Context: an optimization exercise on an open-source flow, tuned for small area and a short achievable clock period. The choices shown serve that exercise and are no tape-out recipe.
Where RTL was checked, it was by simulation tests only, not by an equivalence proof against the original.
Only the layout flow was run in runs 1 and 2; the RTL was not checked for function there.

==> flow/design.v (outline; a module is shown in full before it is edited, if it fits) <==
// module iir: 807 lines
// module iir_fa: 4 lines
// module iir_ha: 4 lines
// module iir_pfx_y: 266 lines
// module iir_pfx_r: 197 lines
// module iir_pfx_s: 269 lines
module iir(
    input signed [31:0] x,
    input clk,
    input reset,
    output signed [31:0] y
    );
  // ...
==> flow/flow/run.sh <==
#!/bin/bash
# The standard ORFS layout with extra make settings:
#   BUFFER_PORTS_ARGS="-buffer_cell sky130_fd_sc_hd__buf_2"
# Each ORFS step keeps its full log under orfs/logs; make's own output goes to flow.log.
set -o pipefail
bash standard.sh BUFFER_PORTS_ARGS="-buffer_cell sky130_fd_sc_hd__buf_2" finish > flow.log 2>&1
==> flow/standard.sh <==
#!/bin/bash
# synth_recipe.tcl (not shown) runs the flow's synth.tcl, then flattens the netlist and writes it again
# the make line also repeats each setting of config.mk as NAME=value (left out here)
make -C /OpenROAD-flow-scripts/flow DESIGN_CONFIG=/design/flow/config.mk WORK_HOME=/design/flow/orfs CLKGATE_MAP_FILE= SYNTH_SCRIPT=/design/flow/synth_recipe.tcl "${@:-finish}"
==> flow/config.mk <==
export PLATFORM = sky130hd
export DESIGN_NAME = iir
export DESIGN_NICKNAME = iir
export VERILOG_FILES = /design/flow/design.v
export SDC_FILE = /design/flow/constraint.sdc
export NUM_CORES = 4
export LEC_CHECK = 0
export CAP_MARGIN = 20
export CORE_MARGIN = 2
export CORE_UTILIZATION = 40
export SETUP_SLACK_MARGIN = 3
export SLEW_MARGIN = 20
export SYNTH_HIERARCHICAL = 1
==> flow/constraint.sdc <==
create_clock -name core_clock -period 11.0 [get_ports {clk}]
set_input_delay 2.2000 -clock core_clock [delete_from_list [all_inputs] [get_ports {clk}]]
set_output_delay 2.2000 -clock core_clock [all_outputs]
set_load 0.01 [all_outputs]
==> implementation parameters, run 1 <==
Parameter                              Value

STA
  Sum of negative setup slack    0 ps
  Final worst clock skew    4.72 ps
  Measured slew at the worst slew-check pin    865 ps
  Count of endpoints failing setup in the final report    0
  Final number of hold-violating endpoints    0

Yosys
  Post-synthesis cell type with the largest combined area    fa_1
  Post-Synth XOR/XNOR Area    0.112
  Netlist cell types    58
  Compound-gate portion of the synthesized area    0.148
  Most instantiated library cell after synthesis    ha_1

Setup path
  Reg-to-reg endpoint    s1[31]
  Crit-path slowest cell    a211oi_1

Place
  Total placed cells including tap cells    927
  Hpwl dp    13.8 mm

Floorplanning
  Die Width    138 um

Clock tree
  Root buf cell    clkbuf_16
  CTS clk-pin slew, worst paths    60 ps
  Total CTS buffers    9

Global routing
  Global-route track usage on met3    0.0346
  Global routing met2 resource utilization    0.317

Cells and area
  Synthesis-to-layout area growth    12.4%
  Final Util    0.462
  Most common library cell in the layout ignoring fill and taps    ha_1

Outcome
  Outcome    finished clean

Route
  Routed length on met1    7.56 mm
  Detailed-routing iteration count for the pre-antenna-repair pass    4
==> run 2: changes to the inputs <==
--- a/flow/config.mk
+++ b/flow/config.mk
@@ -8,6 +8,6 @@
 export CAP_MARGIN = 20
 export CORE_MARGIN = 2
 export CORE_UTILIZATION = 40
-export SETUP_SLACK_MARGIN = 3
+export SETUP_SLACK_MARGIN = 2
 export SLEW_MARGIN = 20
 export SYNTH_HIERARCHICAL = 1
==> implementation parameters, run 2 <==
Parameter                              Value

Floorplanning
  Die Width    138 um (unchanged)
  Core Area    17,400 sq um (unchanged)
  Die H    138 um (unchanged)
  Starting utilization of the core area    0.411 (unchanged)
  Number of core rows    48 (unchanged)
  Total die area    18,900 sq um (unchanged)
  Top Ports    66 (unchanged)

Worst hold path
  Path class of the lowest-slack min-delay path    reg2reg (unchanged)

Clock tree
  CTS clk-pin slew, worst paths    60 ps (about the same)
  H-tree depth    3 (unchanged)
  Clock latency on the worst-skew pair    340 ps (about the same)
  Total CTS buffers    9 (unchanged)
  Maximum count of clock buffers along a single path    2 (unchanged)
  Root buf cell    clkbuf_16 (unchanged)
  CTS tree    yes (unchanged)
  Number of buffers inserted by post-CTS setup repair    0 (unchanged)
  Clk sink count    64 (unchanged)
  Post-CTS sizing    0 (unchanged)
  Post-cts hold buffer count    0 (unchanged)

Setup path
  Most common cell on crit path    buf_2 (unchanged)
  Largest incremental delay on the critical path    560 ps (about the same)
  Number of buffers and inverters on the critical path    2 (unchanged)
  Required time at the endpoint of the critical path    8800 ps (about the same)
  Crit-path slowest cell    a211oi_1 (unchanged)
  Category of the worst setup path capture point    primary output (unchanged)
  Critical path's top delay family    compound AO/OA/AOI/OAI gates (unchanged)
  Cells along the critical path    buf_2 > fa_1 > ha_1 > and4_1 > nand4_1 > o21bai_2 > a211oi_1 > o2111ai_1 > a21oi_1 > xor2_1 > buf_2 (unchanged)
  Data arrival at the endpoint of the critical path    5200 ps (about the same)
  Worst setup path category    in2out (unchanged)
  Maximum fanout along the worst path    5 (unchanged)
  Worst setup SP type    primary input (unchanged)

STA
  Period minus WS final    7400 ps (unchanged)
  Worst slew margin relative to its limit    0.423 (unchanged)
  Unrepaired setup endpoints after global routing    false (unchanged)
  Period utilization    0.673 (unchanged)
  Highest clock frequency the design can meet    0.135 GHz (unchanged)
  Measured slew at the worst slew-check pin    865 ps (unchanged)
  Count of endpoints failing setup in the final report    0 (unchanged)
  Final Max Tran Viols    0 (unchanged)
  Sum of negative setup slack    0 ps (unchanged)
  Final worst clock skew    4.72 ps (unchanged)
  Final number of hold-violating endpoints    0 (unchanged)

Cells and area
  Largest registers in the final layout    r2 x32, s1 x32 (unchanged)
  Net count, final    926 (unchanged)
  Proportion of layout cells with a drive suffix above 1    0.152 (unchanged)
  Diodes inserted    0 (unchanged)
  Sequential standard cell area    1600 sq um (unchanged)
  Most frequent cells in the layout    ha_1 (91), fa_1 (88), buf_2 (65) (unchanged)
  Final cell count without fillers    943 (unchanged)
  Synthesis-to-layout area growth    12.4% (unchanged)
  Fillers    1,627 (unchanged)
  Most common library cell in the layout ignoring fill and taps    ha_1 (unchanged)
  Multi-input gate area in the final layout    5340 sq um (unchanged)

Place
  Routability congestion estimate from global placement    0.867 (unchanged)
  Total placed cells including tap cells    927 (unchanged)
  Number of buffer cells added on primary ports    65 (unchanged)
  Hpwl dp    13.8 mm (unchanged)

Yosys
  Fraction of registers with async set or reset after synthesis    1.00 (unchanged)
  Synthesized cell area    7140 sq um (unchanged)
  Synthesis-stage register bit count    64 (unchanged)
  Ys flop type    dfrtp_1 (unchanged)
  Netlist cell types    58 (unchanged)
  Number of enable-type register cells in the synthesized netlist    0 (unchanged)
  Average cell area after synthesis    11.2 sq um (unchanged)
  Synth top cells by count    ha_1 (91), fa_1 (88), dfrtp_1 (64), xor2_1 (60), inv_1 (49) (unchanged)
  Top cells by area, synth    fa_1 (25%), dfrtp_1 (22%), ha_1 (16%) (unchanged)
  Most instantiated library cell after synthesis    ha_1 (unchanged)
  Post-synthesis cell type with the largest combined area    fa_1 (unchanged)
  YS warnings    7 (unchanged)
  Sequential fraction of the synthesis area    0.224 (unchanged)
  Number of cells produced by synthesis    638 (unchanged)
  Fraction of synthesized cell area taken by the top area cell type    0.247 (unchanged)
  Synthesized net count    851 (unchanged)

Global routing
  First-pass GRT wire length    27.0 mm (unchanged)
  Initial antenna violation count    0 (unchanged)
  Aggregate global-route resource usage    0.187 (unchanged)
  Via count of the first global-routing pass    5,415 (unchanged)
  Pin count of the biggest net entering global routing    65 (unchanged)
  Total overflow reported by the global router    0 (unchanged)

Run
  Number of maximum-capacitance constraint violations    0 (unchanged)

Route
  Total length of routed met3 wires    518 um (unchanged)
  Number of routed nets with antenna violations    0 (unchanged)
  Routed length on met1    7.56 mm (unchanged)
  Post-detailed-route via-to-cell ratio    5.36 (unchanged)
  Highest routing layer actually used    met4 (unchanged)
  Detailed-routing iteration count for the pre-antenna-repair pass    4 (unchanged)
  Number of remaining DRC errors    0 (unchanged)
  Average wire per cell in the routed design    17.3 um (unchanged)
  Total detailed-routing wirelength    16.4 mm (unchanged)
  Met2 Routed Length    7.99 mm (unchanged)
  Number of DRC violations after detailed-routing iteration 0    205 (unchanged)
  Total number of vias    5,058 (unchanged)

Outcome
  Outcome    finished clean (unchanged)
[run 2: cell counts after synthesis]
Identical to the previous run, type by type.
[run 2: stage by stage]
step           setup slack [ps]  area [sq um]  hold WS [ps]  utilization
2_1_floorplan              4280          7140           418            -
3_3_place_gp               3590          7740           443        0.446
3_5_place_dp               3580          7740           454        0.446
4_1_cts                    3580          8020           468        0.462
5_1_grt                    3390          8020           493        0.462
6_report                   3600          8020           469        0.462
[run 2: kinds of logic after synthesis]
group,after synthesis,synth area share
AOI/OAI and AO/OA,145,0.148
DFF,64,0.224
buffers and inverters,52,0.0284
xor gates and xnor gates,91,0.112
and+or+nand+nor,107,0.0815
adders and majority gates,179,0.406
[run 2: modules after synthesis (local to each module, per instance)]
module	flops+latches	copies in the design	area, sq um
iir_pfx_y	0	1	538
iir	64	1	2570
iir_ha	0	89	12.5
iir_pfx_s	0	1	679
iir_pfx_r	0	1	482
iir_fa	0	88	20.0
[run 2: worst paths after layout]
path                            slack, ps  cells after the start  start     end
min in group asynchronous            2120                      3  reset   r2[2]
worst min register to register        470                      0  s1[0]   r2[0]
worst max-delay path                 3600                     11  x[12]   y[28]
max in group asynchronous            8320                      3  reset  r2[18]
worst max register to register       5620                     17  s1[9]  s1[31]
worst min-delay path                  470                      0  s1[0]   r2[0]
[run 2: worst register-to-register path, stage by stage (launching register included)]
cell and delay, ps:
dfrtp_1 450, fa_1 510, ha_1 360, a21oi_1 180, o21ai_1 130, a221oi_2 370, nand2_2 170, a221o_2 430
a31o_1 240, xor2_1 260, fa_1 480, ha_1 360, a21o_1 230, a21o_1 210, a21o_1 240, a221oi_4 330
a32oi_1 170, xnor2_1 160
[run 2: area by class of cell]
| type | count | area share |
|---|---|---|
| clock buffer | 10 | 0.0298 |
| tap | 225 | 0.0351 |
| sequential | 64 | 0.200 |
| inverter | 50 | 0.0234 |
| timing repair buffer | 66 | 0.0415 |
| clock inverter | 6 | 0.00561 |
| multi-input combinational | 522 | 0.665 |
[run 2: per-layer routing]
metal,track usage,vias up
met2,0.317,85
met5,0,-
met4,0.0550,0
li1,-,2397
met3,0.0346,23
met1,0.244,2553
==> module iir_pfx_s, before the edit <==
module iir_pfx_s(input i0, input i1, input i2, input i3, input i4, input i5, input i6, input i7, input i8, input i9, input i10, input i11, input i12, input i13, input i14, input i15, input i16, input i17, input i18, input i19, input i20, input i21, input i22, input i23, input i24, input i25, input i26, input i27, input i28, input i29, input i30, input i31, input i32, input i33, input i34, input i35, input i36, input i37, input i38, input i39, input i40, input i41, input i42, input i43, input i44, input i45, input i46, input i47, input i48, input i49, input i50, input i51, input i52, input i53, input i54, input i55, input i56, input i57, input i58, input i59, input i60, input i61, input i62, output o0, output o1, output o2, output o3, output o4, output o5, output o6, output o7, output o8, output o9, output o10, output o11, output o12, output o13, output o14, output o15, output o16, output o17, output o18, output o19, output o20, output o21, output o22, output o23, output o24, output o25, output o26, output o27, output o28, output o29);
    wire n1 = i32 & i0;
    wire n2 = i1 | n1;
    wire n3 = i32 & i31;
    wire n4 = i34 & i33;
    wire n5 = i36 & i3;
    wire n6 = i4 | n5;
    wire n7 = i36 & i35;
    wire n8 = i38 & i5;
    wire n9 = i6 | n8;
    wire n10 = i38 & i37;
    wire n11 = i40 & i7;
    wire n12 = i8 | n11;
    wire n13 = i40 & i39;
    wire n14 = i42 & i9;
    wire n15 = i10 | n14;
    wire n16 = i42 & i41;
    wire n17 = i44 & i11;
    wire n18 = i12 | n17;
    wire n19 = i44 & i43;
    wire n20 = i46 & i13;
    wire n21 = i14 | n20;
    wire n22 = i46 & i45;
    wire n23 = i48 & i15;
    wire n24 = i16 | n23;
    wire n25 = i48 & i47;
    wire n26 = i50 & i17;
    wire n27 = i18 | n26;
    wire n28 = i50 & i49;
    wire n29 = i52 & i19;
    wire n30 = i20 | n29;
    wire n31 = i52 & i51;
    wire n32 = i54 & i21;
    wire n33 = i22 | n32;
    wire n34 = i54 & i53;
    wire n35 = i56 & i23;
    wire n36 = i24 | n35;
    wire n37 = i56 & i55;
    wire n38 = i58 & i25;
    wire n39 = i26 | n38;
    wire n40 = i58 & i57;
    wire n41 = i60 & i27;
    wire n42 = i28 | n41;
    wire n43 = i60 & i59;
    wire n44 = i62 & i29;
    wire n45 = i30 | n44;
    wire n46 = i62 & i61;
    wire n47 = i33 & n2;
    wire n48 = i33 & n3;
    wire n49 = n4 & n2;
    wire n50 = i2 | n49;
    wire n51 = n4 & n3;
    wire n52 = i37 & n6;
    wire n53 = i5 | n52;
    wire n54 = i37 & n7;
    wire n55 = n10 & n6;
    wire n56 = n9 | n55;
    wire n57 = n10 & n7;
    wire n58 = i41 & n12;
    wire n59 = i9 | n58;
    wire n60 = i41 & n13;
    wire n61 = n16 & n12;
    wire n62 = n15 | n61;
    wire n63 = n16 & n13;
    wire n64 = i45 & n18;
    wire n65 = i13 | n64;
    wire n66 = i45 & n19;
    wire n67 = n22 & n18;
    wire n68 = n21 | n67;
    wire n69 = n22 & n19;
    wire n70 = i49 & n24;
    wire n71 = i17 | n70;
    wire n72 = i49 & n25;
    wire n73 = n28 & n24;
    wire n74 = n27 | n73;
    wire n75 = n28 & n25;
    wire n76 = i53 & n30;
    wire n77 = i21 | n76;
    wire n78 = i53 & n31;
    wire n79 = n34 & n30;
    wire n80 = n33 | n79;
    wire n81 = n34 & n31;
    wire n82 = i57 & n36;
    wire n83 = i25 | n82;
    wire n84 = i57 & n37;
    wire n85 = n40 & n36;
    wire n86 = n39 | n85;
    wire n87 = n40 & n37;
    wire n88 = i61 & n42;
    wire n89 = i29 | n88;
    wire n90 = i61 & n43;
    wire n91 = n46 & n42;
    wire n92 = n45 | n91;
    wire n93 = n46 & n43;
    wire n94 = i35 & n50;
    wire n95 = i3 | n94;
    wire n96 = i35 & n51;
    wire n97 = n7 & n50;
    wire n98 = n6 | n97;
    wire n99 = n7 & n51;
    wire n100 = n54 & n50;
    wire n101 = n53 | n100;
    wire n102 = n54 & n51;
    wire n103 = n57 & n50;
    wire n104 = n56 | n103;
    wire n105 = n57 & n51;
    wire n106 = i43 & n62;
    wire n107 = i11 | n106;
    wire n108 = i43 & n63;
    wire n109 = n19 & n62;
    wire n110 = n18 | n109;
    wire n111 = n19 & n63;
    wire n112 = n66 & n62;
    wire n113 = n65 | n112;
    wire n114 = n66 & n63;
    wire n115 = n69 & n62;
    wire n116 = n68 | n115;
    wire n117 = n69 & n63;
    wire n118 = i51 & n74;
    wire n119 = i19 | n118;
    wire n120 = i51 & n75;
    wire n121 = n31 & n74;
    wire n122 = n30 | n121;
    wire n123 = n31 & n75;
    wire n124 = n78 & n74;
    wire n125 = n77 | n124;
    wire n126 = n78 & n75;
    wire n127 = n81 & n74;
    wire n128 = n80 | n127;
    wire n129 = n81 & n75;
    wire n130 = i59 & n86;
    wire n131 = i27 | n130;
    wire n132 = i59 & n87;
    wire n133 = n43 & n86;
    wire n134 = n42 | n133;
    wire n135 = n43 & n87;
    wire n136 = n90 & n86;
    wire n137 = n89 | n136;
    wire n138 = n90 & n87;
    wire n139 = n93 & n86;
    wire n140 = n92 | n139;
    wire n141 = n93 & n87;
    wire n142 = i39 & n104;
    wire n143 = i7 | n142;
    wire n144 = i39 & n105;
    wire n145 = n13 & n104;
    wire n146 = n12 | n145;
    wire n147 = n13 & n105;
    wire n148 = n60 & n104;
    wire n149 = n59 | n148;
    wire n150 = n60 & n105;
    wire n151 = n63 & n104;
    wire n152 = n62 | n151;
    wire n153 = n63 & n105;
    wire n154 = n108 & n104;
    wire n155 = n107 | n154;
    wire n156 = n108 & n105;
    wire n157 = n111 & n104;
    wire n158 = n110 | n157;
    wire n159 = n111 & n105;
    wire n160 = n114 & n104;
    wire n161 = n113 | n160;
    wire n162 = n114 & n105;
    wire n163 = n117 & n104;
    wire n164 = n116 | n163;
    wire n165 = n117 & n105;
    wire n166 = i55 & n128;
    wire n167 = i23 | n166;
    wire n168 = i55 & n129;
    wire n169 = n37 & n128;
    wire n170 = n36 | n169;
    wire n171 = n37 & n129;
    wire n172 = n84 & n128;
    wire n173 = n83 | n172;
    wire n174 = n84 & n129;
    wire n175 = n87 & n128;
    wire n176 = n86 | n175;
    wire n177 = n87 & n129;
    wire n178 = n132 & n128;
    wire n179 = n131 | n178;
    wire n180 = n132 & n129;
    wire n181 = n135 & n128;
    wire n182 = n134 | n181;
    wire n183 = n135 & n129;
    wire n184 = n138 & n128;
    wire n185 = n137 | n184;
    wire n186 = n138 & n129;
    wire n187 = n141 & n128;
    wire n188 = n140 | n187;
    wire n189 = n141 & n129;
    wire n190 = i47 & n164;
    wire n191 = i15 | n190;
    wire n192 = i47 & n165;
    wire n193 = n25 & n164;
    wire n194 = n24 | n193;
    wire n195 = n25 & n165;
    wire n196 = n72 & n164;
    wire n197 = n71 | n196;
    wire n198 = n72 & n165;
    wire n199 = n75 & n164;
    wire n200 = n74 | n199;
    wire n201 = n75 & n165;
    wire n202 = n120 & n164;
    wire n203 = n119 | n202;
    wire n204 = n120 & n165;
    wire n205 = n123 & n164;
    wire n206 = n122 | n205;
    wire n207 = n123 & n165;
    wire n208 = n126 & n164;
    wire n209 = n125 | n208;
    wire n210 = n126 & n165;
    wire n211 = n129 & n164;
    wire n212 = n128 | n211;
    wire n213 = n129 & n165;
    wire n214 = n168 & n164;
    wire n215 = n167 | n214;
    wire n216 = n168 & n165;
    wire n217 = n171 & n164;
    wire n218 = n170 | n217;
    wire n219 = n171 & n165;
    wire n220 = n174 & n164;
    wire n221 = n173 | n220;
    wire n222 = n174 & n165;
    wire n223 = n177 & n164;
    wire n224 = n176 | n223;
    wire n225 = n177 & n165;
    wire n226 = n180 & n164;
    wire n227 = n179 | n226;
    wire n228 = n180 & n165;
    wire n229 = n183 & n164;
    wire n230 = n182 | n229;
    wire n231 = n183 & n165;
    wire n232 = n186 & n164;
    wire n233 = n185 | n232;
    wire n234 = n186 & n165;
    wire n235 = n189 & n164;
    wire n236 = n188 | n235;
    wire n237 = n189 & n165;
    assign o0 = n2;
    assign o1 = n47;
    assign o2 = n50;
    assign o3 = n95;
    assign o4 = n98;
    assign o5 = n101;
    assign o6 = n104;
    assign o7 = n143;
    assign o8 = n146;
    assign o9 = n149;
    assign o10 = n152;
    assign o11 = n155;
    assign o12 = n158;
    assign o13 = n161;
    assign o14 = n164;
    assign o15 = n191;
    assign o16 = n194;
    assign o17 = n197;
    assign o18 = n200;
    assign o19 = n203;
    assign o20 = n206;
    assign o21 = n209;
    assign o22 = n212;
    assign o23 = n215;
    assign o24 = n218;
    assign o25 = n221;
    assign o26 = n224;
    assign o27 = n227;
    assign o28 = n230;
    assign o29 = n233;
endmodule
==> run 3: changes to the inputs <==
--- a/flow/design.v
+++ b/flow/design.v
@@ -1323,225 +1323,156 @@
     wire n44 = i62 & i29;
     wire n45 = i30 | n44;
     wire n46 = i62 & i61;
-    wire n47 = i33 & n2;
-    wire n48 = i33 & n3;
-    wire n49 = n4 & n2;
-    wire n50 = i2 | n49;
-    wire n51 = n4 & n3;
-    wire n52 = i37 & n6;
-    wire n53 = i5 | n52;
-    wire n54 = i37 & n7;
-    wire n55 = n10 & n6;
-    wire n56 = n9 | n55;
-    wire n57 = n10 & n7;
-    wire n58 = i41 & n12;
-    wire n59 = i9 | n58;
-    wire n60 = i41 & n13;
-    wire n61 = n16 & n12;
-    wire n62 = n15 | n61;
-    wire n63 = n16 & n13;
-    wire n64 = i45 & n18;
-    wire n65 = i13 | n64;
-    wire n66 = i45 & n19;
-    wire n67 = n22 & n18;
-    wire n68 = n21 | n67;
-    wire n69 = n22 & n19;
-    wire n70 = i49 & n24;
-    wire n71 = i17 | n70;
-    wire n72 = i49 & n25;
-    wire n73 = n28 & n24;
-    wire n74 = n27 | n73;
-    wire n75 = n28 & n25;
-    wire n76 = i53 & n30;
-    wire n77 = i21 | n76;
-    wire n78 = i53 & n31;
-    wire n79 = n34 & n30;
-    wire n80 = n33 | n79;
-    wire n81 = n34 & n31;
-    wire n82 = i57 & n36;
-    wire n83 = i25 | n82;
-    wire n84 = i57 & n37;
-    wire n85 = n40 & n36;
-    wire n86 = n39 | n85;
-    wire n87 = n40 & n37;
-    wire n88 = i61 & n42;
-    wire n89 = i29 | n88;
-    wire n90 = i61 & n43;
-    wire n91 = n46 & n42;
-    wire n92 = n45 | n91;
-    wire n93 = n46 & n43;
-    wire n94 = i35 & n50;
-    wire n95 = i3 | n94;
-    wire n96 = i35 & n51;
-    wire n97 = n7 & n50;
-    wire n98 = n6 | n97;
-    wire n99 = n7 & n51;
-    wire n100 = n54 & n50;
-    wire n101 = n53 | n100;
-    wire n102 = n54 & n51;
-    wire n103 = n57 & n50;
-    wire n104 = n56 | n103;
-    wire n105 = n57 & n51;
-    wire n106 = i43 & n62;
-    wire n107 = i11 | n106;
-    wire n108 = i43 & n63;
-    wire n109 = n19 & n62;
-    wire n110 = n18 | n109;
-    wire n111 = n19 & n63;
-    wire n112 = n66 & n62;
-    wire n113 = n65 | n112;
-    wire n114 = n66 & n63;
-    wire n115 = n69 & n62;
-    wire n116 = n68 | n115;
-    wire n117 = n69 & n63;
-    wire n118 = i51 & n74;
-    wire n119 = i19 | n118;
-    wire n120 = i51 & n75;
-    wire n121 = n31 & n74;
-    wire n122 = n30 | n121;
-    wire n123 = n31 & n75;
-    wire n124 = n78 & n74;
-    wire n125 = n77 | n124;
-    wire n126 = n78 & n75;
-    wire n127 = n81 & n74;
-    wire n128 = n80 | n127;
-    wire n129 = n81 & n75;
-    wire n130 = i59 & n86;
-    wire n131 = i27 | n130;
-    wire n132 = i59 & n87;
-    wire n133 = n43 & n86;
-    wire n134 = n42 | n133;
-    wire n135 = n43 & n87;
-    wire n136 = n90 & n86;
-    wire n137 = n89 | n136;
-    wire n138 = n90 & n87;
-    wire n139 = n93 & n86;
-    wire n140 = n92 | n139;
-    wire n141 = n93 & n87;
-    wire n142 = i39 & n104;
-    wire n143 = i7 | n142;
-    wire n144 = i39 & n105;
-    wire n145 = n13 & n104;
-    wire n146 = n12 | n145;
-    wire n147 = n13 & n105;
-    wire n148 = n60 & n104;
-    wire n149 = n59 | n148;
-    wire n150 = n60 & n105;
-    wire n151 = n63 & n104;
-    wire n152 = n62 | n151;
-    wire n153 = n63 & n105;
-    wire n154 = n108 & n104;
-    wire n155 = n107 | n154;
-    wire n156 = n108 & n105;
-    wire n157 = n111 & n104;
-    wire n158 = n110 | n157;
-    wire n159 = n111 & n105;
-    wire n160 = n114 & n104;
-    wire n161 = n113 | n160;
-    wire n162 = n114 & n105;
-    wire n163 = n117 & n104;
-    wire n164 = n116 | n163;
-    wire n165 = n117 & n105;
-    wire n166 = i55 & n128;
-    wire n167 = i23 | n166;
-    wire n168 = i55 & n129;
-    wire n169 = n37 & n128;
-    wire n170 = n36 | n169;
-    wire n171 = n37 & n129;
-    wire n172 = n84 & n128;
-    wire n173 = n83 | n172;
-    wire n174 = n84 & n129;
-    wire n175 = n87 & n128;
-    wire n176 = n86 | n175;
-    wire n177 = n87 & n129;
-    wire n178 = n132 & n128;
-    wire n179 = n131 | n178;
-    wire n180 = n132 & n129;
-    wire n181 = n135 & n128;
-    wire n182 = n134 | n181;
-    wire n183 = n135 & n129;
-    wire n184 = n138 & n128;
-    wire n185 = n137 | n184;
-    wire n186 = n138 & n129;
-    wire n187 = n141 & n128;
-    wire n188 = n140 | n187;
-    wire n189 = n141 & n129;
-    wire n190 = i47 & n164;
-    wire n191 = i15 | n190;
-    wire n192 = i47 & n165;
-    wire n193 = n25 & n164;
-    wire n194 = n24 | n193;
-    wire n195 = n25 & n165;
-    wire n196 = n72 & n164;
-    wire n197 = n71 | n196;
-    wire n198 = n72 & n165;
-    wire n199 = n75 & n164;
-    wire n200 = n74 | n199;
-    wire n201 = n75 & n165;
-    wire n202 = n120 & n164;
-    wire n203 = n119 | n202;
-    wire n204 = n120 & n165;
-    wire n205 = n123 & n164;
-    wire n206 = n122 | n205;
-    wire n207 = n123 & n165;
-    wire n208 = n126 & n164;
-    wire n209 = n125 | n208;
-    wire n210 = n126 & n165;
-    wire n211 = n129 & n164;
-    wire n212 = n128 | n211;
-    wire n213 = n129 & n165;
-    wire n214 = n168 & n164;
-    wire n215 = n167 | n214;
-    wire n216 = n168 & n165;
-    wire n217 = n171 & n164;
-    wire n218 = n170 | n217;
-    wire n219 = n171 & n165;
-    wire n220 = n174 & n164;
-    wire n221 = n173 | n220;
-    wire n222 = n174 & n165;
-    wire n223 = n177 & n164;
-    wire n224 = n176 | n223;
-    wire n225 = n177 & n165;
-    wire n226 = n180 & n164;
-    wire n227 = n179 | n226;
-    wire n228 = n180 & n165;
-    wire n229 = n183 & n164;
-    wire n230 = n182 | n229;
-    wire n231 = n183 & n165;
-    wire n232 = n186 & n164;
-    wire n233 = n185 | n232;
-    wire n234 = n186 & n165;
-    wire n235 = n189 & n164;
-    wire n236 = n188 | n235;
-    wire n237 = n189 & n165;
+    wire n47 = n4 & n2;
+    wire n48 = i2 | n47;
+    wire n49 = n4 & n3;
+    wire n50 = n10 & n6;
+    wire n51 = n9 | n50;
+    wire n52 = n10 & n7;
+    wire n53 = n16 & n12;
+    wire n54 = n15 | n53;
+    wire n55 = n16 & n13;
+    wire n56 = n22 & n18;
+    wire n57 = n21 | n56;
+    wire n58 = n22 & n19;
+    wire n59 = n28 & n24;
+    wire n60 = n27 | n59;
+    wire n61 = n28 & n25;
+    wire n62 = n34 & n30;
+    wire n63 = n33 | n62;
+    wire n64 = n34 & n31;
+    wire n65 = n40 & n36;
+    wire n66 = n39 | n65;
+    wire n67 = n40 & n37;
+    wire n68 = n46 & n42;
+    wire n69 = n45 | n68;
+    wire n70 = n46 & n43;
+    wire n71 = n52 & n48;
+    wire n72 = n51 | n71;
+    wire n73 = n52 & n49;
+    wire n74 = n58 & n54;
+    wire n75 = n57 | n74;
+    wire n76 = n58 & n55;
+    wire n77 = n64 & n60;
+    wire n78 = n63 | n77;
+    wire n79 = n64 & n61;
+    wire n80 = n70 & n66;
+    wire n81 = n69 | n80;
+    wire n82 = n70 & n67;
+    wire n83 = n76 & n72;
+    wire n84 = n75 | n83;
+    wire n85 = n76 & n73;
+    wire n86 = n82 & n78;
+    wire n87 = n81 | n86;
+    wire n88 = n82 & n79;
+    wire n89 = n88 & n84;
+    wire n90 = n87 | n89;
+    wire n91 = n88 & n85;
+    wire n92 = n79 & n84;
+    wire n93 = n78 | n92;
+    wire n94 = n79 & n85;
+    wire n95 = n55 & n72;
+    wire n96 = n54 | n95;
+    wire n97 = n55 & n73;
+    wire n98 = n61 & n84;
+    wire n99 = n60 | n98;
+    wire n100 = n61 & n85;
+    wire n101 = n67 & n93;
+    wire n102 = n66 | n101;
+    wire n103 = n67 & n94;
+    wire n104 = n7 & n48;
+    wire n105 = n6 | n104;
+    wire n106 = n7 & n49;
+    wire n107 = n13 & n72;
+    wire n108 = n12 | n107;
+    wire n109 = n13 & n73;
+    wire n110 = n19 & n96;
+    wire n111 = n18 | n110;
+    wire n112 = n19 & n97;
+    wire n113 = n25 & n84;
+    wire n114 = n24 | n113;
+    wire n115 = n25 & n85;
+    wire n116 = n31 & n99;
+    wire n117 = n30 | n116;
+    wire n118 = n31 & n100;
+    wire n119 = n37 & n93;
+    wire n120 = n36 | n119;
+    wire n121 = n37 & n94;
+    wire n122 = n43 & n102;
+    wire n123 = n42 | n122;
+    wire n124 = n43 & n103;
+    wire n125 = i33 & n2;
+    wire n126 = i33 & n3;
+    wire n127 = i35 & n48;
+    wire n128 = i3 | n127;
+    wire n129 = i35 & n49;
+    wire n130 = i37 & n105;
+    wire n131 = i5 | n130;
+    wire n132 = i37 & n106;
+    wire n133 = i39 & n72;
+    wire n134 = i7 | n133;
+    wire n135 = i39 & n73;
+    wire n136 = i41 & n108;
+    wire n137 = i9 | n136;
+    wire n138 = i41 & n109;
+    wire n139 = i43 & n96;
+    wire n140 = i11 | n139;
+    wire n141 = i43 & n97;
+    wire n142 = i45 & n111;
+    wire n143 = i13 | n142;
+    wire n144 = i45 & n112;
+    wire n145 = i47 & n84;
+    wire n146 = i15 | n145;
+    wire n147 = i47 & n85;
+    wire n148 = i49 & n114;
+    wire n149 = i17 | n148;
+    wire n150 = i49 & n115;
+    wire n151 = i51 & n99;
+    wire n152 = i19 | n151;
+    wire n153 = i51 & n100;
+    wire n154 = i53 & n117;
+    wire n155 = i21 | n154;
+    wire n156 = i53 & n118;
+    wire n157 = i55 & n93;
+    wire n158 = i23 | n157;
+    wire n159 = i55 & n94;
+    wire n160 = i57 & n120;
+    wire n161 = i25 | n160;
+    wire n162 = i57 & n121;
+    wire n163 = i59 & n102;
+    wire n164 = i27 | n163;
+    wire n165 = i59 & n103;
+    wire n166 = i61 & n123;
+    wire n167 = i29 | n166;
+    wire n168 = i61 & n124;
     assign o0 = n2;
-    assign o1 = n47;
-    assign o2 = n50;
-    assign o3 = n95;
-    assign o4 = n98;
-    assign o5 = n101;
-    assign o6 = n104;
-    assign o7 = n143;
-    assign o8 = n146;
-    assign o9 = n149;
-    assign o10 = n152;
-    assign o11 = n155;
-    assign o12 = n158;
-    assign o13 = n161;
-    assign o14 = n164;
-    assign o15 = n191;
-    assign o16 = n194;
-    assign o17 = n197;
-    assign o18 = n200;
-    assign o19 = n203;
-    assign o20 = n206;
-    assign o21 = n209;
-    assign o22 = n212;
-    assign o23 = n215;
-    assign o24 = n218;
-    assign o25 = n221;
-    assign o26 = n224;
-    assign o27 = n227;
-    assign o28 = n230;
-    assign o29 = n233;
+    assign o1 = n125;
+    assign o2 = n48;
+    assign o3 = n128;
+    assign o4 = n105;
+    assign o5 = n131;
+    assign o6 = n72;
+    assign o7 = n134;
+    assign o8 = n108;
+    assign o9 = n137;
+    assign o10 = n96;
+    assign o11 = n140;
+    assign o12 = n111;
+    assign o13 = n143;
+    assign o14 = n84;
+    assign o15 = n146;
+    assign o16 = n114;
+    assign o17 = n149;
+    assign o18 = n99;
+    assign o19 = n152;
+    assign o20 = n117;
+    assign o21 = n155;
+    assign o22 = n93;
+    assign o23 = n158;
+    assign o24 = n120;
+    assign o25 = n161;
+    assign o26 = n102;
+    assign o27 = n164;
+    assign o28 = n123;
+    assign o29 = n167;
 endmodule
--- a/flow/config.mk
+++ b/flow/config.mk
@@ -8,6 +8,6 @@
 export CAP_MARGIN = 20
 export CORE_MARGIN = 2
 export CORE_UTILIZATION = 40
-export SETUP_SLACK_MARGIN = 2
+export SETUP_SLACK_MARGIN = 4
 export SLEW_MARGIN = 20
 export SYNTH_HIERARCHICAL = 1
==> implementation parameters, run 3 <==
Parameter                              Value

Worst hold path
  Path class of the lowest-slack min-delay path    reg2reg (unchanged)

STA
  Final worst clock skew    6.24 ps (was 4.72 ps)
  Unrepaired setup endpoints after global routing    true (was false)
  Sum of negative setup slack    0 ps (unchanged)
  Highest clock frequency the design can meet    0.141 GHz (was 0.135 GHz)
  Worst slew margin relative to its limit    0.411 (was 0.423)
  Count of endpoints failing setup in the final report    0 (unchanged)
  Final number of hold-violating endpoints    0 (unchanged)
  Measured slew at the worst slew-check pin    883 ps (was 865 ps)
  Final Max Tran Viols    0 (unchanged)
  Period utilization    0.644 (was 0.673)
  Period minus WS final    7080 ps (was 7400 ps)

Yosys
  Most instantiated library cell after synthesis    ha_1 (unchanged)
  Synthesized cell area    6950 sq um (was 7140 sq um)
  Fraction of registers with async set or reset after synthesis    1.00 (unchanged)
  Synthesis-stage register bit count    64 (unchanged)
  YS warnings    7 (unchanged)
  Synth top cells by count    ha_1 (91), fa_1 (88), dfrtp_1 (64), xor2_1 (60), a21o_1 (47) (was ha_1 (91), fa_1 (88), dfrtp_1 (64), xor2_1 (60), inv_1 (49))
  Number of enable-type register cells in the synthesized netlist    0 (unchanged)
  Average cell area after synthesis    11.5 sq um (was 11.2 sq um)
  Synthesized net count    819 (was 851)
  Ys flop type    dfrtp_1 (unchanged)
  Sequential fraction of the synthesis area    0.230 (was 0.224)
  Top cells by area, synth    fa_1 (25%), dfrtp_1 (23%), ha_1 (16%) (was fa_1 (25%), dfrtp_1 (22%), ha_1 (16%))
  Post-synthesis cell type with the largest combined area    fa_1 (unchanged)
  Netlist cell types    50 (was 58)
  Number of cells produced by synthesis    606 (was 638)
  Fraction of synthesized cell area taken by the top area cell type    0.253 (was 0.247)

Floorplanning
  Die Width    136 um (was 138 um)
  Starting utilization of the core area    0.406 (was 0.411)
  Top Ports    66 (unchanged)
  Core Area    17,100 sq um (was 17,400 sq um)
  Die H    136 um (was 138 um)
  Number of core rows    48 (unchanged)
  Total die area    18,400 sq um (was 18,900 sq um)

Cells and area
  Proportion of layout cells with a drive suffix above 1    0.238 (was 0.152)
  Final cell count without fillers    935 (was 943)
  Diodes inserted    0 (unchanged)
  Largest registers in the final layout    r2 x32, s1 x32 (unchanged)
  Most common library cell in the layout ignoring fill and taps    fa_1 (was ha_1)
  Final Util    0.493 (was 0.462)
  Synthesis-to-layout area growth    21.4% (was 12.4%)
  Post-route cell area    8440 sq um (was 8020 sq um)
  Net count, final    919 (was 926)
  Most frequent cells in the layout    fa_1 (88), ha_1 (78), dfrtp_1 (64) (was ha_1 (91), fa_1 (88), buf_2 (65))

Global routing
  Total overflow reported by the global router    0 (unchanged)
  First-pass GRT wire length    27.2 mm (was 27.0 mm)
  Aggregate global-route resource usage    0.193 (was 0.187)
  Pin count of the biggest net entering global routing    65 (unchanged)
  Initial antenna violation count    0 (unchanged)
  Via count of the first global-routing pass    5,354 (was 5,415)

Setup path
  Maximum fanout along the worst path    4 (was 5)
  Worst R2R Setup Slack    5630 ps (was 5620 ps)
  Cells along the critical path    buf_2 > fa_1 > ha_4 > a21oi_1 > o22ai_2 > o21bai_4 > nand2_4 > a221o_2 > a31o_1 > xor2_2 > buf_2 (was buf_2 > fa_1 > ha_1 > and4_1 > nand4_1 > o21bai_2 > a211oi_1 > o2111ai_1 > a21oi_1 > xor2_1 > buf_2)
  Category of the worst setup path capture point    primary output (unchanged)
  Crit-path slowest cell    fa_1 (was a211oi_1)
  Required time at the endpoint of the critical path    8800 ps (about the same)
  Data arrival at the endpoint of the critical path    4880 ps (was 5200 ps)
  Worst setup SP type    primary input (unchanged)
  Most common cell on crit path    buf_2 (unchanged)
  Largest incremental delay on the critical path    570 ps (was 560 ps)
  Worst setup path category    in2out (unchanged)

Clock tree
  Root buf cell    clkbuf_16 (unchanged)
  Total CTS buffers    9 (unchanged)
  Maximum count of clock buffers along a single path    2 (unchanged)
  CTS clk-pin slew, worst paths    50 ps (was 60 ps)
  Post-cts hold buffer count    0 (unchanged)
  Clk sink count    64 (unchanged)
  H-tree depth    3 (unchanged)
  Clock latency on the worst-skew pair    340 ps (about the same)
  CTS tree    yes (unchanged)

Route
  Post-detailed-route via-to-cell ratio    5.20 (was 5.36)
  Number of DRC violations after detailed-routing iteration 0    159 (was 205)
  Number of remaining DRC errors    0 (unchanged)
  Total number of vias    4,866 (was 5,058)
  Detailed-routing iteration count for the pre-antenna-repair pass    4 (unchanged)
  Average wire per cell in the routed design    17.5 um (was 17.3 um)
  Total detailed-routing wirelength    16.4 mm (about the same)
  Number of routed nets with antenna violations    0 (unchanged)

Place
  Dpl cell area    7550 sq um (was 7740 sq um)
  Routability congestion estimate from global placement    0.866 (was 0.867)
  Number of buffer cells added on primary ports    65 (unchanged)
  Total placed cells including tap cells    895 (was 927)
  Hpwl dp    13.4 mm (was 13.8 mm)

Run
  Number of maximum-capacitance constraint violations    0 (unchanged)

Outcome
  Outcome    finished clean (unchanged)
==> run 3: critical path, delay by kind of cell <==
kind / cells / cell delay, ps
AOI/OAI and AO/OA: 5 / 1260
xor gates and xnor gates: 1 / 210
adders and majority gates: 2 / 800
buffers and inverters: 2 / 320
and+or+nand+nor: 1 / 70
==> run 3: cells by family (layout without fill, tap and decap cells) <==
| logic type | count (synthesis) | count (layout) | share of synthesized area |
|---|---|---|---|
| xor+xnor | 91 | 91 | 0.115 |
| fa+ha+maj | 179 | 179 | 0.417 |
| simple gates | 83 | 83 | 0.0628 |
| buf+inv | 49 | 153 | 0.0275 |
| compound gates | 140 | 140 | 0.147 |
| flops | 64 | 64 | 0.230 |
==> run 3: metrics by stage <==
step / hold slack [ps] / setup slack [ps]
3_5_place_dp: 459 / 3580
2_1_floorplan: 418 / 4280
6_report: 457 / 3920
3_3_place_gp: 458 / 3560
4_1_cts: 467 / 3970
5_1_grt: 495 / 3800
==> run 3: area by class of cell <==
type	count	area, sq um
repair buffers	91	586
clock buffers	12	267
multi-input cells	493	5490
fillers	1560	8680
well taps	225	282
clock inverters	3	40.0
flip-flops and latches	64	1600
inverters	47	176
==> run 3: path summary, 6_finish.rpt <==
kind                        from  depth (start not counted)  endpoint
max reg2reg                s1[9]                         21    s1[31]
max                         x[3]                         11     y[23]
min                        s1[0]                          0     r2[0]
min in group asynchronous  reset                          3     s1[0]
min reg2reg                s1[0]                          0     r2[0]
max in group asynchronous  reset                          3    r2[10]
==> run 3: what timing repair did <==
action                                  in CTS  in global routing
resized for setup                           31                 42
setup buffers                               11                 14
endpoints found under the setup margin      18                 19
pin swaps                                   18                 38
==> run 3: modules after synthesis (local to each module, per instance) <==
module     cells  area (sq um)
iir_fa         1          20.0
iir_pfx_r     71           482
iir_ha         1          12.5
iir_pfx_y     86           538
iir          193          2570
iir_pfx_s     79           490
==> run 3: layer usage <==
layer  vias to the layer above  wire length [um]  global-route usage
met2                        91              8160               0.327
met5                         -                 0                   0
met3                        16               519              0.0388
li1                       2297                 -                   -
met1                      2462              7410               0.250
met4                         0               303              0.0556
==> run 4: changes to the inputs <==
--- a/flow/config.mk
+++ b/flow/config.mk
@@ -8,6 +8,6 @@
 export CAP_MARGIN = 20
 export CORE_MARGIN = 2
 export CORE_UTILIZATION = 40
-export SETUP_SLACK_MARGIN = 4
+export SETUP_SLACK_MARGIN = 4.5
 export SLEW_MARGIN = 20
 export SYNTH_HIERARCHICAL = 1
==> implementation parameters, run 4 <==
Parameter                              Value

Yosys
  Ys flop type    dfrtp_1 (unchanged)
  Post-synthesis cell type with the largest combined area    fa_1 (unchanged)
  Number of enable-type register cells in the synthesized netlist    0 (unchanged)
  Synthesized cell area    6950 sq um (unchanged)
  Top cells by area, synth    fa_1 (25%), dfrtp_1 (23%), ha_1 (16%) (unchanged)
  Synth top cells by count    ha_1 (91), fa_1 (88), dfrtp_1 (64), xor2_1 (60), a21o_1 (47) (unchanged)
  Number of cells produced by synthesis    606 (unchanged)
  Average cell area after synthesis    11.5 sq um (unchanged)
  Fraction of registers with async set or reset after synthesis    1.00 (unchanged)
  YS warnings    7 (unchanged)
  Most instantiated library cell after synthesis    ha_1 (unchanged)
  Synthesis-stage register bit count    64 (unchanged)
  Sequential fraction of the synthesis area    0.230 (unchanged)
  Synthesized net count    819 (unchanged)
  Netlist cell types    50 (unchanged)
  Fraction of synthesized cell area taken by the top area cell type    0.253 (unchanged)

Setup path
  Largest incremental delay on the critical path    570 ps (about the same)
  Maximum fanout along the worst path    4 (unchanged)
  Category of the worst setup path capture point    primary output (unchanged)
  Required time at the endpoint of the critical path    8800 ps (about the same)
  Worst setup path category    in2out (unchanged)
  Worst setup SP type    primary input (unchanged)
  Crit-path slowest cell    fa_2 (was fa_1)
  Cells along the critical path    buf_12 > fa_2 > ha_4 > a21oi_4 > o21ai_4 > a221oi_2 > buf_4 > nand2_4 > a221o_2 > a31o_1 > xor2_2 > buf_2 (was buf_2 > fa_1 > ha_4 > a21oi_1 > o22ai_2 > o21bai_4 > nand2_4 > a221o_2 > a31o_1 > xor2_2 > buf_2)
  Critical path's top delay family    compound AO/OA/AOI/OAI gates (unchanged)
  Data arrival at the endpoint of the critical path    4840 ps (was 4880 ps)
  Number of buffers and inverters on the critical path    3 (was 2)

Global routing
  Initial antenna violation count    0 (unchanged)
  Aggregate global-route resource usage    0.198 (was 0.193)
  Pin count of the biggest net entering global routing    65 (unchanged)
  First-pass GRT wire length    28.1 mm (was 27.2 mm)
  Total overflow reported by the global router    0 (unchanged)
  Via count of the first global-routing pass    5,495 (was 5,354)

Clock tree
  Clk sink count    64 (unchanged)
  Maximum count of clock buffers along a single path    2 (unchanged)
  Clock latency on the worst-skew pair    340 ps (about the same)
  Post-cts hold buffer count    0 (unchanged)
  Total CTS buffers    9 (unchanged)
  CTS tree    yes (unchanged)
  Root buf cell    clkbuf_16 (unchanged)
  H-tree depth    3 (unchanged)
  CTS clk-pin slew, worst paths    50 ps (about the same)

Cells and area
  Most frequent cells in the layout    fa_1 (85), ha_1 (73), dfrtp_1 (64) (was fa_1 (88), ha_1 (78), dfrtp_1 (64))
  Synthesis-to-layout area growth    34.3% (was 21.4%)
  Net count, final    963 (was 919)
  Largest registers in the final layout    r2 x32, s1 x32 (unchanged)
  Proportion of layout cells with a drive suffix above 1    0.329 (was 0.238)
  Fillers    1,443 (was 1,560)
  Most common library cell in the layout ignoring fill and taps    fa_1 (unchanged)
  Diodes inserted    0 (unchanged)

Route
  Average wire per cell in the routed design    17.5 um (about the same)
  Post-detailed-route via-to-cell ratio    5.12 (was 5.20)
  Detailed-routing iteration count for the pre-antenna-repair pass    4 (unchanged)
  Total number of vias    5,012 (was 4,866)
  Number of DRC violations after detailed-routing iteration 0    188 (was 159)
  Number of routed nets with antenna violations    0 (unchanged)
  Number of remaining DRC errors    0 (unchanged)
  Total detailed-routing wirelength    17.1 mm (was 16.4 mm)

Outcome
  Outcome    finished clean (unchanged)

Place
  Number of buffer cells added on primary ports    65 (unchanged)
  Pre-CTS setup slack    3720 ps (was 3580 ps)
  Hpwl dp    13.1 mm (was 13.4 mm)
  Routability congestion estimate from global placement    0.870 (was 0.866)

STA
  Least setup slack across all paths after layout    3960 ps (was 3920 ps)
  Unrepaired setup endpoints after global routing    true (unchanged)
  Sum of negative setup slack    0 ps (unchanged)
  Period utilization    0.640 (was 0.644)
  Worst slew margin relative to its limit    0.422 (was 0.411)
  Measured slew at the worst slew-check pin    867 ps (was 883 ps)
  Final number of hold-violating endpoints    0 (unchanged)
  Final worst clock skew    8.00 ps (was 6.24 ps)
  Final Max Tran Viols    0 (unchanged)
  Highest clock frequency the design can meet    0.142 GHz (was 0.141 GHz)
  Period minus WS final    7040 ps (was 7080 ps)
  Count of endpoints failing setup in the final report    0 (unchanged)

Worst hold path
  Path class of the lowest-slack min-delay path    reg2reg (unchanged)

Run
  Number of maximum-capacitance constraint violations    0 (unchanged)

Floorplanning
  Number of core rows    48 (unchanged)
  Die H    136 um (unchanged)
  Starting utilization of the core area    0.406 (unchanged)
  Top Ports    66 (unchanged)
  Die Width    136 um (unchanged)
  Total die area    18,400 sq um (unchanged)
  Core Area    17,100 sq um (unchanged)
-- run 4: worst paths after layout --
path	from	cells after the start	slack, ps	to
worst min-delay path	s1[0]	0	450	r2[0]
worst max-delay path	x[10]	12	3960	y[23]
min in group asynchronous	reset	3	2130	s1[1]
worst min register to register	s1[0]	0	450	r2[0]
max in group asynchronous	reset	3	8320	r2[18]
worst max register to register	s1[3]	20	5910	s1[27]
-- run 4: Yosys stat by module, one instance, submodules excluded --
module | flops+latches | cell area, sq um | copies in the design
iir_fa | 0 | 20.0 | 88
iir_pfx_r | 0 | 482 | 1
iir_pfx_s | 0 | 490 | 1
iir | 64 | 2570 | 1
iir_pfx_y | 0 | 538 | 1
iir_ha | 0 | 12.5 | 89
-- run 4: cell type report --
cell class	count	area (sq um)	share of cell area
clock buffers	13	280	0.0300
well taps	225	282	0.0302
inverters	47	179	0.0192
multi-input cells	493	5860	0.628
clock inverters	2	60.1	0.00643
flip-flops and latches	64	1600	0.172
repair buffers	135	1070	0.115
-- run 4: cell families (layout without fill, tap and decap cells) --
| group | Yosys count | after routing | share of synthesized area |
|---|---|---|---|
| XOR/XNOR | 91 | 91 | 0.115 |
| buffers and inverters | 49 | 197 | 0.0275 |
| flip-flops | 64 | 64 | 0.230 |
| adder cells (fa/ha/maj) | 179 | 179 | 0.417 |
| AND/OR/NAND/NOR | 83 | 83 | 0.0628 |
| AO/OA/AOI/OAI | 140 | 140 | 0.147 |
-- run 4: metrics by stage --
step / instance area, sq um / hold WS [ps] / utilization / std cells
CTS: 8940 / 468 / 0.522 / 961
finish: 9340 / 453 / 0.545 / 979
detailed placement: 7720 / 446 / 0.451 / 895
global placement: 7720 / 443 / 0.451 / 895
global route: 9340 / 477 / 0.545 / 979
floorplan: 7120 / 418 / - / 606
-- run 4: repair_timing --
item / in CTS / in global routing
gates resized for setup: 92 / 50
pin swaps: 66 / 49
setup buffers: 51 / 18
setup endpoints to repair: 35 / 38
cloned: 0 / 0
-- run 4: layer usage --
layer	vias to the layer above	share of wire	global-route usage
li1	2371	-	-
met1	2524	0.45	0.261
met2	94	0.50	0.336
met3	23	0.036	0.0403
met4	0	0.018	0.0515
met5	-	0	0
==> run 5: changes to the inputs <==
--- a/flow/config.mk
+++ b/flow/config.mk
@@ -7,7 +7,7 @@
 export LEC_CHECK = 0
 export CAP_MARGIN = 20
 export CORE_MARGIN = 2
-export CORE_UTILIZATION = 40
-export SETUP_SLACK_MARGIN = 4.5
+export CORE_UTILIZATION = 65
+export SETUP_SLACK_MARGIN = 3
 export SLEW_MARGIN = 20
 export SYNTH_HIERARCHICAL = 1
==> implementation parameters, run 5 <==
Parameter                              Value

Outcome
  Outcome    finished clean (unchanged)

Global routing
  Pin count of the biggest net entering global routing    65 (unchanged)
  Aggregate global-route resource usage    0.299 (was 0.198)
  Initial antenna violation count    0 (unchanged)
  Total overflow reported by the global router    0 (unchanged)
  Via count of the first global-routing pass    5,334 (was 5,495)
  First-pass GRT wire length    26.1 mm (was 28.1 mm)

Setup path
  Worst setup SP type    primary input (unchanged)
  Cells along the critical path    buf_2 > fa_1 > ha_1 > and4_1 > nand4_1 > o21bai_2 > a211oi_1 > nor2_1 > o21bai_1 > xor2_1 > buf_2 (was buf_12 > fa_2 > ha_4 > a21oi_4 > o21ai_4 > a221oi_2 > buf_4 > nand2_4 > a221o_2 > a31o_1 > xor2_2 > buf_2)
  Category of the worst setup path capture point    primary output (unchanged)
  Most common cell on crit path    buf_2
  Data arrival at the endpoint of the critical path    5100 ps (was 4840 ps)
  Number of buffers and inverters on the critical path    2 (was 3)
  Required time at the endpoint of the critical path    8800 ps (about the same)
  Maximum fanout along the worst path    5 (was 4)
  Largest incremental delay on the critical path    480 ps (was 570 ps)
  Worst setup path category    in2out (unchanged)
  Critical path's top delay family    adder cells (was compound AO/OA/AOI/OAI gates)
  Crit-path slowest cell    fa_1 (was fa_2)

STA
  Highest clock frequency the design can meet    0.137 GHz (was 0.142 GHz)
  Measured slew at the worst slew-check pin    837 ps (was 867 ps)
  Final worst clock skew    7.10 ps (was 8.00 ps)
  Count of endpoints failing setup in the final report    0 (unchanged)
  Final number of hold-violating endpoints    0 (unchanged)
  Period utilization    0.663 (was 0.640)
  Worst slew margin relative to its limit    0.442 (was 0.422)
  Unrepaired setup endpoints after global routing    false (was true)
  Period minus WS final    7300 ps (was 7040 ps)
  Final Max Tran Viols    0 (unchanged)
  Sum of negative setup slack    0 ps (unchanged)

Route
  Routed length on met1    6.34 mm (was 7.63 mm)
  Total length of routed met3 wires    599 um (was 613 um)
  Highest routing layer actually used    met4 (unchanged)
  Number of DRC violations after detailed-routing iteration 0    248 (was 188)
  Total number of vias    4,862 (was 5,012)
  Met2 Routed Length    8.16 mm (was 8.58 mm)
  Number of remaining DRC errors    0 (unchanged)
  Post-detailed-route via-to-cell ratio    5.91 (was 5.12)
  Number of routed nets with antenna violations    0 (unchanged)
  Average wire per cell in the routed design    18.8 um (was 17.5 um)
  Detailed-routing iteration count for the pre-antenna-repair pass    4 (unchanged)
  Total detailed-routing wirelength    15.5 mm (was 17.1 mm)

Yosys
  Post-synthesis cell type with the largest combined area    fa_1 (unchanged)
  Number of cells produced by synthesis    606 (unchanged)
  Average cell area after synthesis    11.5 sq um (unchanged)
  Synthesized cell area    6950 sq um (unchanged)
  Fraction of synthesized cell area taken by the top area cell type    0.253 (unchanged)
  Ys flop type    dfrtp_1 (unchanged)
  Synthesis-stage register bit count    64 (unchanged)
  Sequential fraction of the synthesis area    0.230 (unchanged)
  Fraction of registers with async set or reset after synthesis    1.00 (unchanged)
  Top cells by area, synth    fa_1 (25%), dfrtp_1 (23%), ha_1 (16%) (unchanged)
  Number of enable-type register cells in the synthesized netlist    0 (unchanged)
  Netlist cell types    50 (unchanged)
  Most instantiated library cell after synthesis    ha_1 (unchanged)
  YS warnings    7 (unchanged)
  Synth top cells by count    ha_1 (91), fa_1 (88), dfrtp_1 (64), xor2_1 (60), a21o_1 (47) (unchanged)
  Synthesized net count    819 (unchanged)

Place
  Routability congestion estimate from global placement    0.886 (was 0.870)
  Hpwl dp    13.0 mm (was 13.1 mm)
  Number of buffer cells added on primary ports    65 (unchanged)

Clock tree
  Clk sink count    64 (unchanged)
  Maximum count of clock buffers along a single path    2 (unchanged)
  CTS clk-pin slew, worst paths    70 ps (was 50 ps)
  H-tree depth    3 (unchanged)
  Post-CTS sizing    0 (was 92)
  Number of buffers inserted by post-CTS setup repair    0 (was 51)
  Total CTS buffers    9 (unchanged)
  Root buf cell    clkbuf_8 (was clkbuf_16)
  Clock latency on the worst-skew pair    370 ps (was 340 ps)
  CTS tree    yes (unchanged)
  Post-cts hold buffer count    0 (unchanged)

Floorplanning
  Top Ports    66 (unchanged)
  Starting utilization of the core area    0.670 (was 0.406)
  Number of core rows    37 (was 48)
  Die Width    107 um (was 136 um)
  Total die area    11,500 sq um (was 18,400 sq um)
  Die H    107 um (was 136 um)
  Core Area    10,400 sq um (was 17,100 sq um)

Cells and area
  Net count, final    894 (was 963)
  Final Util    0.741 (was 0.545)
  Diodes inserted    0 (unchanged)
  Synthesis-to-layout area growth    10.5% (was 34.3%)
  Most common library cell in the layout ignoring fill and taps    ha_1 (was fa_1)
  Most frequent cells in the layout    ha_1 (91), fa_1 (88), buf_2 (65) (was fa_1 (85), ha_1 (73), dfrtp_1 (64))
  Largest registers in the final layout    r2 x32, s1 x32 (unchanged)
  Proportion of layout cells with a drive suffix above 1    0.159 (was 0.329)

Run
  Number of maximum-capacitance constraint violations    0 (unchanged)

Worst hold path
  Path class of the lowest-slack min-delay path    reg2reg (unchanged)
## run 5: stage by stage
stage | cells | hold slack [ps] | area [sq um] | worst slack [ps]
floorplan | 606 | 418 | 6950 | 4280
global placement | 806 | 437 | 7440 | 3750
detailed placement | 806 | 435 | 7440 | 3720
CTS | 822 | 457 | 7680 | 3730
global route | 822 | 492 | 7680 | 3500
finish | 822 | 453 | 7680 | 3700
## run 5: modules after synthesis (local to each module, per instance)
module | times used | flip-flops and latches | cells
iir | 1 | 64 | 193
iir_pfx_y | 1 | 0 | 86
iir_pfx_s | 1 | 0 | 79
iir_pfx_r | 1 | 0 | 71
iir_fa | 88 | 0 | 1
iir_ha | 89 | 0 | 1
## run 5: logic make-up after synthesis
family / share of synthesized area
buf+inv: 0.0275
simple gates: 0.0628
fa+ha+maj: 0.417
compound gates: 0.147
xor+xnor: 0.115
flops: 0.230
## run 5: worst register-to-register path, cell delays in order, from the launching register on
cell     delay [ps]
dfrtp_1         460
fa_1            520
ha_1            370
and4_1          230
and3_4          190
or3_1           380
a21o_2          240
a21o_1          180
xor2_1          220
fa_1            470
ha_1            350
a21oi_1         170
o21ai_0          80
a31oi_1         140
nand3_1         170
a21oi_1         330
inv_2           100
a21o_1          220
a21bo_1         210
xnor2_1         200
## run 5: metal layers
| metal | vias to the layer above | GRT usage |
|---|---|---|
| met5 | - | 0 |
| met4 | 0 | 0.0962 |
| met3 | 38 | 0.0575 |
| met2 | 119 | 0.539 |
| met1 | 2451 | 0.362 |
| li1 | 2254 | - |
## run 5: path summary, 6_finish.rpt
check	from	end	slack, ps	depth (start not counted)
setup / recovery	x[12]	y[25]	3700	11
hold reg to reg	s1[0]	r2[0]	450	0
min in group asynchronous	reset	r2[17]	2070	3
setup reg to reg	s1[6]	s1[28]	5680	19
max in group asynchronous	reset	s1[16]	8390	3
hold / removal	s1[0]	r2[0]	450	0
## run 5: cell type report
type | instances | area, sq um
multi-input combinational | 493 | 5160
fill | 749 | 2690
sequential | 64 | 1600
timing repair buffer | 66 | 333
inverter | 47 | 176
tap | 136 | 170
clock buffer | 12 | 165
clock inverter | 4 | 75.1
==> run 6: changes to the inputs <==
--- a/flow/config.mk
+++ b/flow/config.mk
@@ -7,7 +7,7 @@
 export LEC_CHECK = 0
 export CAP_MARGIN = 20
 export CORE_MARGIN = 2
-export CORE_UTILIZATION = 65
+export CORE_UTILIZATION = 80
 export SETUP_SLACK_MARGIN = 3
 export SLEW_MARGIN = 20
 export SYNTH_HIERARCHICAL = 1
==> implementation parameters, run 6 <==
Parameter                              Value

Setup path
  Data arrival at the endpoint of the critical path    5120 ps (was 5100 ps)
  Required time at the endpoint of the critical path    8800 ps (about the same)
  Most common cell on crit path    buf_2 (unchanged)
  Worst setup SP type    primary input (unchanged)
  Category of the worst setup path capture point    primary output (unchanged)
  Worst R2R Setup Slack    5520 ps (was 5680 ps)
  Worst setup path category    in2out (unchanged)
  Startpoint of the most critical register-to-register path    s1[3] (was s1[6])
  Crit-path slowest cell    fa_1 (unchanged)
  Cells along the critical path    buf_2 > fa_1 > ha_1 > a21oi_1 > o21ai_1 > a221oi_2 > nand2_2 > a221o_2 > a31o_1 > xor2_1 > buf_2 (was buf_2 > fa_1 > ha_1 > and4_1 > nand4_1 > o21bai_2 > a211oi_1 > nor2_1 > o21bai_1 > xor2_1 > buf_2)
  Maximum fanout along the worst path    5 (unchanged)
  Reg-to-reg endpoint    s1[27] (was s1[28])
  Largest incremental delay on the critical path    470 ps (was 480 ps)
  Worst Reg-to-Reg Cells    19 (unchanged)

Clock tree
  Number of buffers inserted by post-CTS setup repair    0 (unchanged)
  Post-CTS sizing    0 (unchanged)
  Maximum count of clock buffers along a single path    2 (unchanged)
  Post-cts hold buffer count    0 (unchanged)
  Clk sink count    64 (unchanged)
  Total CTS buffers    9 (unchanged)
  CTS clk-pin slew, worst paths    80 ps (was 70 ps)
  Clock latency on the worst-skew pair    360 ps (was 370 ps)
  Root buf cell    clkbuf_8 (unchanged)
  H-tree depth    3 (unchanged)
  CTS tree    yes (unchanged)

Floorplanning
  Die Width    97.2 um (was 107 um)
  Number of core rows    34 (was 37)
  Starting utilization of the core area    0.813 (was 0.670)
  Core Area    8550 sq um (was 10,400 sq um)
  Total die area    9450 sq um (was 11,500 sq um)
  Top Ports    66 (unchanged)
  Die H    97.2 um (was 107 um)

Global routing
  Initial antenna violation count    0 (unchanged)
  Aggregate global-route resource usage    0.383 (was 0.299)
  Gr busiest metal    met2 (unchanged)
  Pin count of the biggest net entering global routing    65 (unchanged)
  Global-route track usage on met3    0.0626 (was 0.0575)
  First-pass GRT wire length    28.1 mm (was 26.1 mm)
  Met1 capacity usage during global routing    0.465 (was 0.362)
  Via count of the first global-routing pass    5,666 (was 5,334)
  Global routing met2 resource utilization    0.681 (was 0.539)
  Total overflow reported by the global router    0 (unchanged)

Yosys
  Fraction of registers with async set or reset after synthesis    1.00 (unchanged)
  Average cell area after synthesis    11.5 sq um (unchanged)
  Post-synthesis cell type with the largest combined area    fa_1 (unchanged)
  Synth top cells by count    ha_1 (91), fa_1 (88), dfrtp_1 (64), xor2_1 (60), a21o_1 (47) (unchanged)
  Synthesized net count    819 (unchanged)
  Ys flop type    dfrtp_1 (unchanged)
  Synthesized cell area    6950 sq um (unchanged)
  Fraction of synthesized cell area taken by the top area cell type    0.253 (unchanged)
  Most instantiated library cell after synthesis    ha_1 (unchanged)
  Netlist cell types    50 (unchanged)
  Top cells by area, synth    fa_1 (25%), dfrtp_1 (23%), ha_1 (16%) (unchanged)
  YS warnings    7 (unchanged)
  Number of enable-type register cells in the synthesized netlist    0 (unchanged)
  Sequential fraction of the synthesis area    0.230 (unchanged)
  Synthesis-stage register bit count    64 (unchanged)
  Number of cells produced by synthesis    606 (unchanged)

Outcome
  Outcome    finished clean (unchanged)

Cells and area
  Final cell count without fillers    794 (was 822)
  Synthesis-to-layout area growth    9.47% (was 10.5%)
  Most common library cell in the layout ignoring fill and taps    ha_1 (unchanged)
  Net count, final    894 (unchanged)
  Proportion of layout cells with a drive suffix above 1    0.159 (unchanged)
  Fillers    403 (was 749)
  Most frequent cells in the layout    ha_1 (91), fa_1 (88), buf_2 (65) (unchanged)
  Diodes inserted    0 (unchanged)
  Largest registers in the final layout    r2 x32, s1 x32 (unchanged)

Route
  Number of routed nets with antenna violations    0 (unchanged)
  Detailed-routing iteration count for the pre-antenna-repair pass    7 (was 4)
  Number of DRC violations after detailed-routing iteration 0    257 (was 248)
  Average wire per cell in the routed design    21.4 um (was 18.8 um)
  Number of remaining DRC errors    0 (unchanged)
  Post-detailed-route via-to-cell ratio    6.50 (was 5.91)
  Total number of vias    5,164 (was 4,862)
  Total detailed-routing wirelength    17.0 mm (was 15.5 mm)

STA
  Sum of negative setup slack    0 ps (unchanged)
  Period minus WS final    7320 ps (was 7300 ps)
  Unrepaired setup endpoints after global routing    false (unchanged)
  Final worst clock skew    13.8 ps (was 7.10 ps)
  Measured slew at the worst slew-check pin    862 ps (was 837 ps)
  Worst slew margin relative to its limit    0.426 (was 0.442)
  Count of endpoints failing setup in the final report    0 (unchanged)
  Period utilization    0.665 (was 0.663)
  Final number of hold-violating endpoints    0 (unchanged)
  Final Max Tran Viols    0 (unchanged)
  Highest clock frequency the design can meet    0.137 GHz (about the same)

Place
  Routability congestion estimate from global placement    0.913 (was 0.886)
  Total placed cells including tap cells    778 (was 806)
  Number of buffer cells added on primary ports    65 (unchanged)
  Hpwl dp    13.2 mm (was 13.0 mm)

Worst hold path
  Worst Hold Path EP    r2[0] (unchanged)
  Path class of the lowest-slack min-delay path    reg2reg (unchanged)
  Count of cells along the worst hold path    0 (unchanged)
  Start point of the worst min-delay path    s1[0] (unchanged)

Run
  Number of maximum-capacitance constraint violations    0 (unchanged)
-- run 6: metrics by stage --
stage	worst slack (ps)	util	instance area [sq um]	hold WS (ps)
finish	3680	0.890	7610	463
global placement	3780	0.866	7400	440
floorplan	4280	-	6950	418
detailed placement	3760	0.866	7400	451
CTS	3720	0.890	7610	469
global route	3490	0.890	7610	485
-- run 6: modules after synthesis, one instance, submodules excluded --
module     cells inside  flip-flops and latches
iir                 193                      64
iir_fa                1                       0
iir_ha                1                       0
iir_pfx_r            71                       0
iir_pfx_s            79                       0
iir_pfx_y            86                       0
-- run 6: critical path, delay by kind of cell --
family | cells | cell delay [ps]
fa+ha+maj | 2 | 840
buf+inv | 2 | 340
xor+xnor | 1 | 290
compound gates | 5 | 1300
simple gates | 1 | 140
-- run 6: final cells by class --
type / instances / area, sq um / area share
Clock buffer: 10 / 138 / 0.0181
Clock inverter: 6 / 67.6 / 0.00888
Inverter: 47 / 176 / 0.0232
Multi-Input combinational cell: 493 / 5160 / 0.678
Sequential cell: 64 / 1600 / 0.210
Tap cell: 108 / 135 / 0.0178
Timing Repair Buffer: 66 / 333 / 0.0437
-- run 6: how the worst max path moves through the flow --
stage,cells past startpoint,slack [ps],from,to
3_3_place_gp,11,3780,x[8],y[23]
5_1_grt,11,3490,x[13],y[28]
3_5_place_dp,11,3760,x[13],y[28]
4_1_cts,11,3720,x[8],y[23]
2_1_floorplan,9,4280,x[8],y[23]
6_report,11,3680,x[8],y[23]
-- run 6: kinds of logic after synthesis --
kind of cell / synth area share
adder cells (fa/ha/maj): 0.417
AO/OA/AOI/OAI: 0.147
XOR/XNOR: 0.115
AND/OR/NAND/NOR: 0.0628
flip-flops: 0.230
buffers and inverters: 0.0275
-- run 6: routing by layer --
metal  part of all wire  routed length [um]  up-vias
li1                   -                   -     2263
met1               0.38                6530     2612
met2               0.52                8870      225
met3              0.055                 932       64
met4              0.039                 670        0
met5                  0                   0        -

## separate check: timing with driven ports
The results above use ideal ports. As a check the final layouts listed here were re-extracted and re-timed, cells and wires unchanged. Step 1: set_driving_cell puts a clkbuf_16 on clk and a buf_2 on each other input, an assumption about the parent block. Step 2 also shifts input and output timing later by t, the mid clock arrival at the registers, as if the neighbouring blocks saw the same clock. a / b / c = no drivers / after step 1 / after step 2; a / b = the first two.
| run | shift t [ns] | setup slack, ns | worst register clock-pin slew, ns | worst data-port slew with drivers (ns) |
|---|---|---|---|---|
| run 1 | 0.381 | 3.596 / 3.576 / 3.576 | 0.06 / 0.06 | 0.03 |
| run 2 | 0.381 | 3.596 / 3.576 / 3.576 | 0.06 / 0.06 | 0.03 |
| run 3 | 0.381 | 3.917 / 3.897 / 3.815 | 0.05 / 0.05 | 0.06 |
| run 4 | 0.377 | 3.956 / 3.907 / 3.907 | 0.06 / 0.06 | 0.06 |
| run 5 | 0.403 | 3.702 / 3.683 / 3.683 | 0.08 / 0.08 | 0.03 |
| run 6 | 0.385 | 3.681 / 3.662 / 3.658 | 0.09 / 0.09 | 0.03 |
After both steps every run listed still meets setup and hold. For run 3, which loses most, drivers alone change the setup slack by -0.020 ns; drivers and shift together by -0.102 ns.
